This design comes from an exercise in tuning for small area, a short achievable clock period and few clock cycles per item on the open sky130 flow, not from production work.
Where RTL was checked, it was by simulation tests only, not by an equivalence proof against the original.
The RTL of run 2 was laid out without a check of its function.

## flow/design.v (module list and top-level ports; edited modules follow where they fit)
// module mult32x32_fast: 1961 lines
// module mfa: 4 lines
// module mha: 4 lines
// module mpg: 4 lines
// module mgpa: 4 lines
// module mgpb: 4 lines
// module mga: 3 lines
// module mgb: 3 lines
// module mencm: 10 lines
// module mencm0: 9 lines
// module mmx: 3 lines
// module menc: 4 lines
// module mbpp: 3 lines
module mult32x32_fast (
    input logic clk,
    input logic reset,
    input logic start,
    input logic [31:0] a,
    input logic [31:0] b,
    output logic busy,
    output logic [63:0] product
);
  // ...
==> flow/flow/run.sh <==
#!/bin/bash
# Own layout flow: the standard synthesis and layout (standard.sh), with two changes:
#  - before floorplanning, every combinational cell of the synthesized netlist is set to
#    the smallest drive strength of its footprint (flow/resize.py); registers are untouched,
#    and the layout's repair steps size cells up again where needed;
#  - ports are buffered with buf_2 instead of the default port buffer.
# Each tool's output goes to a log file in this folder.
set -euo pipefail
R=orfs/results/sky130hd/mult32x32_fast/base
export BUFFER_PORTS_ARGS="-buffer_cell sky130_fd_sc_hd__buf_2"
bash standard.sh synth > synth.log 2>&1
python3 flow/resize.py "$FLOW_HOME/platforms/sky130hd/lib/sky130_fd_sc_hd__tt_025C_1v80.lib" $R/1_2_yosys.v > resize.log 2>&1
touch $R/1_2_yosys.v
bash standard.sh > layout.log 2>&1
==> flow/flow/resize.py <==
#!/usr/bin/env python3
"""Size the combinational cells of the synthesized netlist by the fanout they drive:
each cell gets the variant of its footprint (same function and pins) whose drive suits its
fanout: the smallest for a fanout up to FO1, drive 2 up to FO2, else drive 4.
Flip-flops, latches and tie cells are left as synthesis made them. The layout's own repair
steps size cells again where slew, capacitance or timing need it.
usage: resize.py LIBERTY NETLIST [FO1 FO2]"""
import re, sys, collections
lib, path = sys.argv[1], sys.argv[2]
FO1 = int(sys.argv[3]) if len(sys.argv) > 3 else 5
FO2 = int(sys.argv[4]) if len(sys.argv) > 4 else 12
area, foot, seq, outs = {}, {}, set(), collections.defaultdict(set)
cur = None; pin = None
for line in open(lib):
    m = re.search(r'^\s*cell\s*\(\s*"?(sky130_fd_sc_hd__\w+)"?\s*\)', line)
    if m:
        cur = m.group(1); pin = None; continue
    if cur is None:
        continue
    m = re.search(r'^\s*area\s*:\s*([\d.]+)', line)
    if m: area[cur] = float(m.group(1))
    m = re.search(r'cell_footprint\s*:\s*"([^"]+)"', line)
    if m: foot[cur] = m.group(1)
    if re.search(r'^\s*(ff|latch|statetable)\s*\(', line): seq.add(cur)
    m = re.search(r'^\s*pin\s*\(\s*"?(\w+)"?\s*\)', line)
    if m: pin = m.group(1)
    if pin and re.search(r'direction\s*:\s*"?output', line): outs[cur].add(pin)
fam = collections.defaultdict(list)
for c, f in foot.items():
    if c in seq or "lpflow" in c or "probe" in c or c not in area:
        continue
    fam[f].append(c)
def strength(c):
    m = re.search(r'_(\d+)$', c)
    return int(m.group(1)) if m else 1
for f in fam:
    fam[f].sort(key=lambda c: (strength(c), area[c]))
text = open(path).read()
inst_re = re.compile(r'^(\s*)(sky130_fd_sc_hd__\w+)(\s+)(\S+)(\s*\((.*?)\);)', re.M | re.S)
insts = []
fanout = collections.Counter()
for m in inst_re.finditer(text):
    cell = m.group(2)
    conns = re.findall(r'\.(\w+)\(([^()]*)\)', m.group(6))
    o = [n.strip() for p, n in conns if p in outs.get(cell, ())]
    for p, n in conns:
        if p not in outs.get(cell, ()):
            fanout[n.strip()] += 1
    insts.append((m.start(2), m.end(2), cell, o))
out = []
last = 0
changes = collections.Counter()
for s, e, cell, o in insts:
    new = cell
    if cell not in seq and cell in foot and "conb" not in cell and foot[cell] in fam:
        fo = max([fanout[n] for n in o] + [0])
        want = 0 if fo <= FO1 else (2 if fo <= FO2 else 4)
        vs = fam[foot[cell]]
        ok = [v for v in vs if strength(v) >= want] or [vs[-1]]
        # the smallest area that gives the drive; among equal areas the strongest
        new = min(ok, key=lambda v: (area[v], -strength(v)))
    out.append(text[last:s]); out.append(new); last = e
    if new != cell: changes[(cell, new)] += 1
out.append(text[last:])
open(path, "w").write("".join(out))
for (a, b), n in sorted(changes.items()):
    print(f"{a} -> {b}: {n}")
==> flow/standard.sh <==
#!/bin/bash
# synth_recipe.tcl (not shown) runs the flow's synth.tcl, then flattens the netlist and writes it again
# the make line also repeats each setting of config.mk as NAME=value (left out here)
make -C /OpenROAD-flow-scripts/flow DESIGN_CONFIG=/design/flow/config.mk WORK_HOME=/design/flow/orfs CLKGATE_MAP_FILE= SYNTH_SCRIPT=/design/flow/synth_recipe.tcl "${@:-finish}"
==> flow/config.mk <==
export PLATFORM = sky130hd
export DESIGN_NAME = mult32x32_fast
export DESIGN_NICKNAME = mult32x32_fast
export VERILOG_FILES = /design/flow/design.v
export SDC_FILE = /design/flow/constraint.sdc
export NUM_CORES = 4
export LEC_CHECK = 0
export CAP_MARGIN = 20
export CORE_MARGIN = 2
export CORE_UTILIZATION = 40
export SETUP_SLACK_MARGIN = 4.0
export SLEW_MARGIN = 20
export SYNTH_HIERARCHICAL = 1
export SYNTH_MINIMUM_KEEP_SIZE = 0
export TNS_END_PERCENT = 0
==> flow/constraint.sdc <==
create_clock -name core_clock -period 10.0 [get_ports {clk}]
set_input_delay 2.0000 -clock core_clock [delete_from_list [all_inputs] [get_ports {clk}]]
set_output_delay 2.0000 -clock core_clock [all_outputs]
set_load 0.01 [all_outputs]
==> results.txt, run 1 <==
status=finished clean; Die Y-Extent=217 um; syn avg cell area=10.6 um2; Die Wd=217 um; Multi-input gate area=14,500 um2; dominant kind of cell=multi-input gates; met2 usage=41.1%; Final Cell Area=20,200 um2; top layer used by detailed routing=met4; bufs w/o clock=136; gpl congestion=0.963; gr busiest metal=met2; Slew Viols, Final=0; max_cap viols=0; Vias/cell=5.87; routed wire length=60.3 mm; Post-DP Area=19,600 um2; grt met1 use=35.4%; worst slack at placement=3790 ps; DRC Markers=0; slowest cell delay on critical path=600 ps; final hold violations=0; crit path DAT=6040 ps; fraction of standard cell area in multi-input logic=71.9%; antenna violations before repair=0; Max Clock Freq=0.170 GHz; Final min period=5890 ps; critical path launch point type=register; DIE AREA=47,200 um2; CP Capture Point=hcr[27]; GRT overflow=0; DRT iter0 DRCs=1,392; r2r startpoint=hcr[1]; # diodes=0; half-perimeter wire length after placement=47.2 mm; final core occ=44.7%; biggest regs=hcr (48), hsr (48), L (16); first drt pass iteration count=6; worst slew pin tran=933 ps
Testbench counts, summed over its fixed seeds: cycles 4,794, items 3,200.
==> run 2: changes to the inputs <==
--- a/flow/design.v
+++ b/flow/design.v
@@ -2,24 +2,22 @@
     input logic clk,
     input logic reset,
     input logic start,
     input logic [31:0] a,
     input logic [31:0] b,
     output logic busy,
     output logic [63:0] product
 );
-wire [47:0] sum;
+logic [47:0] H;
 logic [15:0] L;
 logic two;
 wire go = start & ~busy;
 wire [15:0] m = busy ? b[31:16] : b[15:0];
-wire [31:0] acc = busy ? sum[47:16] : 32'd0;
-logic [47:0] hsr;
-logic [47:0] hcr;
+wire [31:0] acc = busy ? H[47:16] : 32'd0;
 wire one0_0, two0_0, neg0_0;
 mencm0 ue0_0 (.s(busy), .l2(b[1]), .l1(b[0]), .h2(b[17]), .h1(b[16]), .one(one0_0), .two(two0_0), .neg(neg0_0));
 wire one0_1, two0_1, neg0_1;
 mencm0 ue0_1 (.s(busy), .l2(b[1]), .l1(b[0]), .h2(b[17]), .h1(b[16]), .one(one0_1), .two(two0_1), .neg(neg0_1));
 wire one0_2, two0_2, neg0_2;
 mencm0 ue0_2 (.s(busy), .l2(b[1]), .l1(b[0]), .h2(b[17]), .h1(b[16]), .one(one0_2), .two(two0_2), .neg(neg0_2));
 wire neg0 = neg0_0;
 wire pp0_0 = ((one0_0 & a[0]) | (two0_0 & 1'b0)) ^ neg0;
@@ -1187,111 +1185,111 @@
 wire c554 = pp7_32 | pt30;
 wire s555, c556;
 mha us555 (.x(c550), .y(s553), .s(s555), .c(c556));
 wire s557, c558;
 mfa us557 (.x(c554), .y(pt31), .z(sn7), .s(s557), .c(c558));
 wire [47:0] ra = {c556, s555, c548, s547, c536, s535, c520, s519, c500, s499, c476, s475, c448, s447, c416, s415, c384, c368, c352, c336, c320, c304, c288, c272, c256, c240, c224, c208, c192, c176, c160, c144, c128, c112, c98, c84, s81, c60, c50, s47, s37, c24, s21, s17, s9, pp1_0, s3, s1};
 wire [47:0] rb = {s557, c552, s551, c542, s541, c528, s527, c510, s509, c488, s487, c462, s461, c432, s431, c400, s399, s383, s367, s351, s335, s319, s303, s287, s271, s255, s239, s223, s207, s191, s175, s159, s143, s127, s111, s97, s83, s71, s59, s49, s39, s31, s23, s15, s11, s7, pp0_1, pp0_0};
 wire ag0, ap0;
-mpg upg0 (.x(hsr[0]), .y(hcr[0]), .g(ag0), .p(ap0));
+mpg upg0 (.x(ra[0]), .y(rb[0]), .g(ag0), .p(ap0));
 wire ag1, ap1;
-mpg upg1 (.x(hsr[1]), .y(hcr[1]), .g(ag1), .p(ap1));
+mpg upg1 (.x(ra[1]), .y(rb[1]), .g(ag1), .p(ap1));
 wire ag2, ap2;
-mpg upg2 (.x(hsr[2]), .y(hcr[2]), .g(ag2), .p(ap2));
+mpg upg2 (.x(ra[2]), .y(rb[2]), .g(ag2), .p(ap2));
 wire ag3, ap3;
-mpg upg3 (.x(hsr[3]), .y(hcr[3]), .g(ag3), .p(ap3));
+mpg upg3 (.x(ra[3]), .y(rb[3]), .g(ag3), .p(ap3));
 wire ag4, ap4;
-mpg upg4 (.x(hsr[4]), .y(hcr[4]), .g(ag4), .p(ap4));
+mpg upg4 (.x(ra[4]), .y(rb[4]), .g(ag4), .p(ap4));
 wire ag5, ap5;
-mpg upg5 (.x(hsr[5]), .y(hcr[5]), .g(ag5), .p(ap5));
+mpg upg5 (.x(ra[5]), .y(rb[5]), .g(ag5), .p(ap5));
 wire ag6, ap6;
-mpg upg6 (.x(hsr[6]), .y(hcr[6]), .g(ag6), .p(ap6));
+mpg upg6 (.x(ra[6]), .y(rb[6]), .g(ag6), .p(ap6));
 wire ag7, ap7;
-mpg upg7 (.x(hsr[7]), .y(hcr[7]), .g(ag7), .p(ap7));
+mpg upg7 (.x(ra[7]), .y(rb[7]), .g(ag7), .p(ap7));
 wire ag8, ap8;
-mpg upg8 (.x(hsr[8]), .y(hcr[8]), .g(ag8), .p(ap8));
+mpg upg8 (.x(ra[8]), .y(rb[8]), .g(ag8), .p(ap8));
 wire ag9, ap9;
-mpg upg9 (.x(hsr[9]), .y(hcr[9]), .g(ag9), .p(ap9));
+mpg upg9 (.x(ra[9]), .y(rb[9]), .g(ag9), .p(ap9));
 wire ag10, ap10;
-mpg upg10 (.x(hsr[10]), .y(hcr[10]), .g(ag10), .p(ap10));
+mpg upg10 (.x(ra[10]), .y(rb[10]), .g(ag10), .p(ap10));
 wire ag11, ap11;
-mpg upg11 (.x(hsr[11]), .y(hcr[11]), .g(ag11), .p(ap11));
+mpg upg11 (.x(ra[11]), .y(rb[11]), .g(ag11), .p(ap11));
 wire ag12, ap12;
-mpg upg12 (.x(hsr[12]), .y(hcr[12]), .g(ag12), .p(ap12));
+mpg upg12 (.x(ra[12]), .y(rb[12]), .g(ag12), .p(ap12));
 wire ag13, ap13;
-mpg upg13 (.x(hsr[13]), .y(hcr[13]), .g(ag13), .p(ap13));
+mpg upg13 (.x(ra[13]), .y(rb[13]), .g(ag13), .p(ap13));
 wire ag14, ap14;
-mpg upg14 (.x(hsr[14]), .y(hcr[14]), .g(ag14), .p(ap14));
+mpg upg14 (.x(ra[14]), .y(rb[14]), .g(ag14), .p(ap14));
 wire ag15, ap15;
-mpg upg15 (.x(hsr[15]), .y(hcr[15]), .g(ag15), .p(ap15));
+mpg upg15 (.x(ra[15]), .y(rb[15]), .g(ag15), .p(ap15));
 wire ag16, ap16;
-mpg upg16 (.x(hsr[16]), .y(hcr[16]), .g(ag16), .p(ap16));
+mpg upg16 (.x(ra[16]), .y(rb[16]), .g(ag16), .p(ap16));
 wire ag17, ap17;
-mpg upg17 (.x(hsr[17]), .y(hcr[17]), .g(ag17), .p(ap17));
+mpg upg17 (.x(ra[17]), .y(rb[17]), .g(ag17), .p(ap17));
 wire ag18, ap18;
-mpg upg18 (.x(hsr[18]), .y(hcr[18]), .g(ag18), .p(ap18));
+mpg upg18 (.x(ra[18]), .y(rb[18]), .g(ag18), .p(ap18));
 wire ag19, ap19;
-mpg upg19 (.x(hsr[19]), .y(hcr[19]), .g(ag19), .p(ap19));
+mpg upg19 (.x(ra[19]), .y(rb[19]), .g(ag19), .p(ap19));
 wire ag20, ap20;
-mpg upg20 (.x(hsr[20]), .y(hcr[20]), .g(ag20), .p(ap20));
+mpg upg20 (.x(ra[20]), .y(rb[20]), .g(ag20), .p(ap20));
 wire ag21, ap21;
-mpg upg21 (.x(hsr[21]), .y(hcr[21]), .g(ag21), .p(ap21));
+mpg upg21 (.x(ra[21]), .y(rb[21]), .g(ag21), .p(ap21));
 wire ag22, ap22;
-mpg upg22 (.x(hsr[22]), .y(hcr[22]), .g(ag22), .p(ap22));
+mpg upg22 (.x(ra[22]), .y(rb[22]), .g(ag22), .p(ap22));
 wire ag23, ap23;
-mpg upg23 (.x(hsr[23]), .y(hcr[23]), .g(ag23), .p(ap23));
+mpg upg23 (.x(ra[23]), .y(rb[23]), .g(ag23), .p(ap23));
 wire ag24, ap24;
-mpg upg24 (.x(hsr[24]), .y(hcr[24]), .g(ag24), .p(ap24));
+mpg upg24 (.x(ra[24]), .y(rb[24]), .g(ag24), .p(ap24));
 wire ag25, ap25;
-mpg upg25 (.x(hsr[25]), .y(hcr[25]), .g(ag25), .p(ap25));
+mpg upg25 (.x(ra[25]), .y(rb[25]), .g(ag25), .p(ap25));
 wire ag26, ap26;
-mpg upg26 (.x(hsr[26]), .y(hcr[26]), .g(ag26), .p(ap26));
+mpg upg26 (.x(ra[26]), .y(rb[26]), .g(ag26), .p(ap26));
 wire ag27, ap27;
-mpg upg27 (.x(hsr[27]), .y(hcr[27]), .g(ag27), .p(ap27));
+mpg upg27 (.x(ra[27]), .y(rb[27]), .g(ag27), .p(ap27));
 wire ag28, ap28;
-mpg upg28 (.x(hsr[28]), .y(hcr[28]), .g(ag28), .p(ap28));
+mpg upg28 (.x(ra[28]), .y(rb[28]), .g(ag28), .p(ap28));
 wire ag29, ap29;
-mpg upg29 (.x(hsr[29]), .y(hcr[29]), .g(ag29), .p(ap29));
+mpg upg29 (.x(ra[29]), .y(rb[29]), .g(ag29), .p(ap29));
 wire ag30, ap30;
-mpg upg30 (.x(hsr[30]), .y(hcr[30]), .g(ag30), .p(ap30));
+mpg upg30 (.x(ra[30]), .y(rb[30]), .g(ag30), .p(ap30));
 wire ag31, ap31;
-mpg upg31 (.x(hsr[31]), .y(hcr[31]), .g(ag31), .p(ap31));
+mpg upg31 (.x(ra[31]), .y(rb[31]), .g(ag31), .p(ap31));
 wire ag32, ap32;
-mpg upg32 (.x(hsr[32]), .y(hcr[32]), .g(ag32), .p(ap32));
+mpg upg32 (.x(ra[32]), .y(rb[32]), .g(ag32), .p(ap32));
 wire ag33, ap33;
-mpg upg33 (.x(hsr[33]), .y(hcr[33]), .g(ag33), .p(ap33));
+mpg upg33 (.x(ra[33]), .y(rb[33]), .g(ag33), .p(ap33));
 wire ag34, ap34;
-mpg upg34 (.x(hsr[34]), .y(hcr[34]), .g(ag34), .p(ap34));
+mpg upg34 (.x(ra[34]), .y(rb[34]), .g(ag34), .p(ap34));
 wire ag35, ap35;
-mpg upg35 (.x(hsr[35]), .y(hcr[35]), .g(ag35), .p(ap35));
+mpg upg35 (.x(ra[35]), .y(rb[35]), .g(ag35), .p(ap35));
 wire ag36, ap36;
-mpg upg36 (.x(hsr[36]), .y(hcr[36]), .g(ag36), .p(ap36));
+mpg upg36 (.x(ra[36]), .y(rb[36]), .g(ag36), .p(ap36));
 wire ag37, ap37;
-mpg upg37 (.x(hsr[37]), .y(hcr[37]), .g(ag37), .p(ap37));
+mpg upg37 (.x(ra[37]), .y(rb[37]), .g(ag37), .p(ap37));
 wire ag38, ap38;
-mpg upg38 (.x(hsr[38]), .y(hcr[38]), .g(ag38), .p(ap38));
+mpg upg38 (.x(ra[38]), .y(rb[38]), .g(ag38), .p(ap38));
 wire ag39, ap39;
-mpg upg39 (.x(hsr[39]), .y(hcr[39]), .g(ag39), .p(ap39));
+mpg upg39 (.x(ra[39]), .y(rb[39]), .g(ag39), .p(ap39));
 wire ag40, ap40;
-mpg upg40 (.x(hsr[40]), .y(hcr[40]), .g(ag40), .p(ap40));
+mpg upg40 (.x(ra[40]), .y(rb[40]), .g(ag40), .p(ap40));
 wire ag41, ap41;
-mpg upg41 (.x(hsr[41]), .y(hcr[41]), .g(ag41), .p(ap41));
+mpg upg41 (.x(ra[41]), .y(rb[41]), .g(ag41), .p(ap41));
 wire ag42, ap42;
-mpg upg42 (.x(hsr[42]), .y(hcr[42]), .g(ag42), .p(ap42));
+mpg upg42 (.x(ra[42]), .y(rb[42]), .g(ag42), .p(ap42));
 wire ag43, ap43;
-mpg upg43 (.x(hsr[43]), .y(hcr[43]), .g(ag43), .p(ap43));
+mpg upg43 (.x(ra[43]), .y(rb[43]), .g(ag43), .p(ap43));
 wire ag44, ap44;
-mpg upg44 (.x(hsr[44]), .y(hcr[44]), .g(ag44), .p(ap44));
+mpg upg44 (.x(ra[44]), .y(rb[44]), .g(ag44), .p(ap44));
 wire ag45, ap45;
-mpg upg45 (.x(hsr[45]), .y(hcr[45]), .g(ag45), .p(ap45));
+mpg upg45 (.x(ra[45]), .y(rb[45]), .g(ag45), .p(ap45));
 wire ag46, ap46;
-mpg upg46 (.x(hsr[46]), .y(hcr[46]), .g(ag46), .p(ap46));
+mpg upg46 (.x(ra[46]), .y(rb[46]), .g(ag46), .p(ap46));
 wire ag47, ap47;
-mpg upg47 (.x(hsr[47]), .y(hcr[47]), .g(ag47), .p(ap47));
+mpg upg47 (.x(ra[47]), .y(rb[47]), .g(ag47), .p(ap47));
 wire g1_0 = ~ag0;
 wire g1_1;
 mga ug1_1 (.gi(ag1), .pi(ap1), .gj(ag0), .g(g1_1));
 wire g1_2 = ~ag2;
 wire p1_2 = ~ap2;
 wire g1_3, p1_3;
 mgpa ugp1_3 (.gi(ag3), .pi(ap3), .gj(ag2), .pj(ap2), .g(g1_3), .p(p1_3));
 wire g1_4 = ~ag4;
@@ -1892,16 +1890,17 @@
 mga ug7_42 (.gi(g6_42), .pi(p6_42), .gj(g6_41), .g(g7_42));
 wire g7_43 = ~g6_43;
 wire g7_44;
 mga ug7_44 (.gi(g6_44), .pi(p6_44), .gj(g6_43), .g(g7_44));
 wire g7_45 = ~g6_45;
 wire g7_46;
 mga ug7_46 (.gi(g6_46), .pi(p6_46), .gj(g6_45), .g(g7_46));
 wire g7_47 = ~g6_47;
+wire [47:0] sum;
 assign sum[0] = ap0 ^ 1'b0;
 assign sum[1] = ap1 ^ ~g7_0;
 assign sum[2] = ap2 ^ ~g7_1;
 assign sum[3] = ap3 ^ ~g7_2;
 assign sum[4] = ap4 ^ ~g7_3;
 assign sum[5] = ap5 ^ ~g7_4;
 assign sum[6] = ap6 ^ ~g7_5;
 assign sum[7] = ap7 ^ ~g7_6;
@@ -1946,23 +1945,22 @@
 assign sum[46] = ap46 ^ ~g7_45;
 assign sum[47] = ap47 ^ ~g7_46;
 always_ff @(posedge clk, posedge reset) begin
 	if (reset) busy <= 1'b0;
 	else busy <= go & (b[31:16] != 16'd0);
 end
 always_ff @(posedge clk) begin
 	if (go | busy) begin
-		hsr <= {c556, s555, c548, s547, c536, s535, c520, s519, c500, s499, c476, s475, c448, s447, c416, s415, c384, c368, c352, c336, c320, c304, c288, c272, c256, c240, c224, c208, c192, c176, c160, c144, c128, c112, c98, c84, s81, c60, c50, s47, s37, c24, s21, s17, s9, pp1_0, s3, s1};
-		hcr <= {s557, c552, s551, c542, s541, c528, s527, c510, s509, c488, s487, c462, s461, c432, s431, c400, s399, s383, s367, s351, s335, s319, s303, s287, s271, s255, s239, s223, s207, s191, s175, s159, s143, s127, s111, s97, s83, s71, s59, s49, s39, s31, s23, s15, s11, s7, pp0_1, pp0_0};
+		H <= sum;
 		two <= busy;
 	end
-	if (busy) L <= sum[15:0];
+	if (busy) L <= H[15:0];
 end
-assign product = two ? {sum, L} : {16'd0, sum};
+assign product = two ? {H, L} : {16'd0, H};
 endmodule
 module mfa (input logic x, input logic y, input logic z, output logic s, output logic c);
 	assign s = x ^ y ^ z;
 	assign c = (x & y) | (x & z) | (y & z);
 endmodule
 module mha (input logic x, input logic y, output logic s, output logic c);
 	assign s = x ^ y;
 	assign c = x & y;
==> flow/flow/resize.py (replaced) <==
#!/usr/bin/env python3
"""Set every combinational cell of the synthesized netlist to the smallest cell of its
footprint (the same function and pins, the lowest drive strength). Flip-flops, latches and
tie cells are left as synthesis made them. The layout's own repair steps size cells up
again where slew, capacitance or timing need it.
usage: resize.py LIBERTY NETLIST"""
import re, sys, collections
lib, path = sys.argv[1], sys.argv[2]
area, foot, seq = {}, {}, set()
cur = None
for line in open(lib):
    m = re.search(r'^\s*cell\s*\(\s*"?(sky130_fd_sc_hd__\w+)"?\s*\)', line)
    if m:
        cur = m.group(1); continue
    if cur is None:
        continue
    m = re.search(r'^\s*area\s*:\s*([\d.]+)', line)
    if m: area[cur] = float(m.group(1))
    m = re.search(r'cell_footprint\s*:\s*"([^"]+)"', line)
    if m: foot[cur] = m.group(1)
    if re.search(r'^\s*(ff|latch|statetable)\s*\(', line): seq.add(cur)
best = {}
for c, f in foot.items():
    if c in seq or "lpflow" in c or "probe" in c or c not in area:
        continue
    if f not in best or area[c] < area[best[f]]:
        best[f] = c
text = open(path).read()
used = collections.Counter(re.findall(r'^\s*(sky130_fd_sc_hd__\w+)\s', text, re.M))
for c, n in sorted(used.items()):
    if c in seq or c not in foot or "conb" in c:
        continue
    b = best.get(foot[c])
    if b and b != c and area[b] < area[c]:
        text = re.sub(r'(^\s*)%s(\s)' % c, r'\g<1>%s\g<2>' % b, text, flags=re.M)
        print(f"{c} -> {b}: {n}")
open(path, "w").write(text)
==> flow/config.mk (replaced) <==
export PLATFORM = sky130hd
export DESIGN_NAME = mult32x32_fast
export DESIGN_NICKNAME = mult32x32_fast
export VERILOG_FILES = /design/flow/design.v
export SDC_FILE = /design/flow/constraint.sdc
export NUM_CORES = 4
export LEC_CHECK = 0
export CAP_MARGIN = 20
export CORE_MARGIN = 2
export CORE_UTILIZATION = 40
export SETUP_SLACK_MARGIN = 2.5
export SLEW_MARGIN = 20
export SYNTH_HIERARCHICAL = 1
export SYNTH_MINIMUM_KEEP_SIZE = 0
export TNS_END_PERCENT = 0
==> run 2 against run 1 <==
Critical path depth increased by 6. Count of clock-buffer cells in the layout fell by 8. Clock skew down 15 ps. Synthesized area fell by 8.9%. Global-route usage is 0.95 points higher. Maximum frequency fell by 20%. Routed wire length is 4.3% lower.
==> results.txt, run 2 <==
crit share post-route=73.6% (was 58.9%); crit end category=register (unchanged); DIE AREA=43,000 um2 (was 47,200 um2); Setup violations, final=0 (unchanged); most common cell after layout, fill and taps aside=xnor2_1 (unchanged); R2R depth=17 (was 13); Hold-fix buffers, CTS=0 (unchanged); PortBufs=131 (unchanged); share of cells above drive strength 1=13.2% (was 16.5%); Die Wd=207 um (was 217 um); Worst-path clk slew=70 ps (was 60 ps); Worst Skew=10.2 ps (was 24.8 ps); Largest register FFs=48; Rows=74 (was 78); syn avg cell area=10.1 um2 (was 10.6 um2); status=finished clean (unchanged); Register Area=1980 um2 (was 3420 um2); synth warn=7 (unchanged); clock root cell=clkbuf_16 (unchanged); CP Class=in -> reg (was reg -> reg); DRC Markers=0 (unchanged); DRT antenna net count=0 (unchanged); clk buf depth=2 (unchanged); wire per inst=24.8 um (was 24.4 um); DRT iter0 DRCs=1,224 (was 1,392); Crit path required time=10,100 ps (was 10,150 ps); critical path launch point type=primary input (was register); Nets=2,188 (was 2,250); core box area=40,800 um2 (was 45,100 um2); final hold violations=0 (unchanged); Max Clock Freq=0.136 GHz (was 0.170 GHz); max_slew headroom=24.9% (was 37.6%); post-synth design cell area=16,600 um2 (was 18,200 um2); Num CTS Buffers=9 (was 17); Vias/cell=6.05 (was 5.87); Final min period=7360 ps (was 5890 ps); htree depth=3 (was 4); routed wire length=57.7 mm (was 60.3 mm); TritonCTS Sinks=66 (was 114); register with the most flip-flops=H; largest net degree at the start of global routing=78 (was 76); Multi-input gate area=14,700 um2 (was 14,500 um2); GRT overflow=0 (unchanged); max_cap viols=0 (unchanged); Area growth syn-to-layout=12.9% (was 10.9%); worst hold path cell count=0 (was 2); most frequent cells in the layout=xnor2_1 (318), a22oi_1 (247), fa_1 (246) (was xnor2_1 (298), a22oi_1 (248), fa_1 (247)); Syn Inst Count=1,638 (was 1,714); vias=14,100 (was 14,500); # diodes=0 (unchanged); RSZ-0062 raised after global routing=true (unchanged); worst slew pin tran=1120 ps (was 933 ps); clock latency (worst-skew pair)=340 ps (was 430 ps); biggest regs=H (48), L (16) (was hcr (48), hsr (48), L (16)); Slew Viols, Final=0 (unchanged); Max FO, Critical Path=18 (was 5); first drt pass iteration count=8 (was 6); WHS=476 ps (was 686 ps); gpl congestion=0.946 (was 0.963); Die Y-Extent=207 um (was 217 um); antenna violations before repair=1 (was 0); Synth Net Count=2,032 (was 2,108); Filler cells=3,975 (was 4,290); Hold Crit Class=reg -> reg (unchanged); Ports=132 (unchanged); global-route wire length before repair=88.0 mm (was 91.5 mm); half-perimeter wire length after placement=44.2 mm (was 47.2 mm); total negative slack=0 ps (unchanged); Starting Density=40.5% (was 40.3%); crit path DAT=7450 ps (was 6040 ps); GR Util All Layers=26.5% (was 25.6%); vias in the first global route=14,500 (was 14,600); CTS tree=built (unchanged)
run 2: critical path, stage by stage:
cell,delay [ps]
buf_2,300
xnor2_1,120
o21ai_1,660
a22oi_1,220
xnor2_1,180
fa_1,430
fa_1,460
fa_1,510
fa_1,400
fa_1,500
ha_1,380
a21oi_1,210
o21ai_0,180
a21oi_1,250
o21ai_0,130
a21oi_1,160
o21ai_2,130
a21oi_2,170
xnor2_1,70
run 2: timing repair:
| action | 4_1_cts | 5_1_grt |
|---|---|---|
| setup endpoints to repair | 26 | 32 |
| pin swaps | 0 | 2 |
| cloned | 0 | 1 |
| resized for setup | 14 | 71 |
| buffers inserted | 0 | 1 |
run 2: area by class of cell:
cell class                      instances  share of cell area, %
Inverter                               38                  0.763
Timing Repair Buffer                  157                   4.69
Sequential cell                        66                   10.6
Multi-Input combinational cell       1522                   78.6
Tap cell                              532                   3.56
Clock inverter                          7                  0.536
Clock buffer                            9                   1.21
run 2: through the flow:
step                      setup slack (ps)  instances  area (um2)  util, %
final                                 2640       2331       18700     45.8
after global routing                  2460       2331       18700     45.8
after CTS                             2470       2329       18400     45.1
after detailed placement              1860       2313       18000     44.1
after global placement                1840       2313       18000     44.1
after floorplan                       3010       1638       16600        -
run 2: layer usage:
| metal | GRT usage (%) | wire length [um] | vias up |
|---|---|---|---|
| met4 | 10.6 | 2600 | 0 |
| met1 | 33.3 | 23000 | 7125 |
| li1 | - | - | 6210 |
| met5 | 0 | 0 | - |
| met3 | 3.30 | 3480 | 123 |
| met2 | 46.4 | 28600 | 635 |
run 2: worst paths after layout:
| check | startpoint | end | slack [ps] |
|---|---|---|---|
| hold reg to reg | H[1] | L[1] | 480 |
| setup reg to reg | busy | H[41] | 2850 |
| hold / removal | H[1] | L[1] | 480 |
| min in group asynchronous | reset | busy | 1490 |
| max in group asynchronous | reset | busy | 8380 |
| setup / recovery | b[13] | H[41] | 2640 |

-- afterwards: timing with drivers on the ports --
How much do the figures lean on ideal ports? The routed layouts below were timed once more, with nothing changed but the port constraints.
Step 1, drivers: a clkbuf_16 drives clk and a buf_2 each remaining input, both assumed.
Step 2 adds t to the input delays and takes it off the output delays; t is the mean of the earliest and latest rising clock arrival at the registers after step 1. Input paths then give back, and output paths get back, about the clock's delay inside the block.
a / b / c = ideal ports / drivers / drivers and shift; a / b = the first two.
run	t, ns	setup slack, ns	hold WS [ns]
run 1	0.462	4.113 / 4.113 / 3.704	0.686 / 0.686 / 0.686
run 2	0.382	2.642 / 2.665 / 2.283	0.476 / 0.476 / 0.476
After both steps every run listed still meets setup and hold. The setup slack of run 1, which loses most, moves by 0.000 ns with the drivers and by -0.409 ns with both steps.
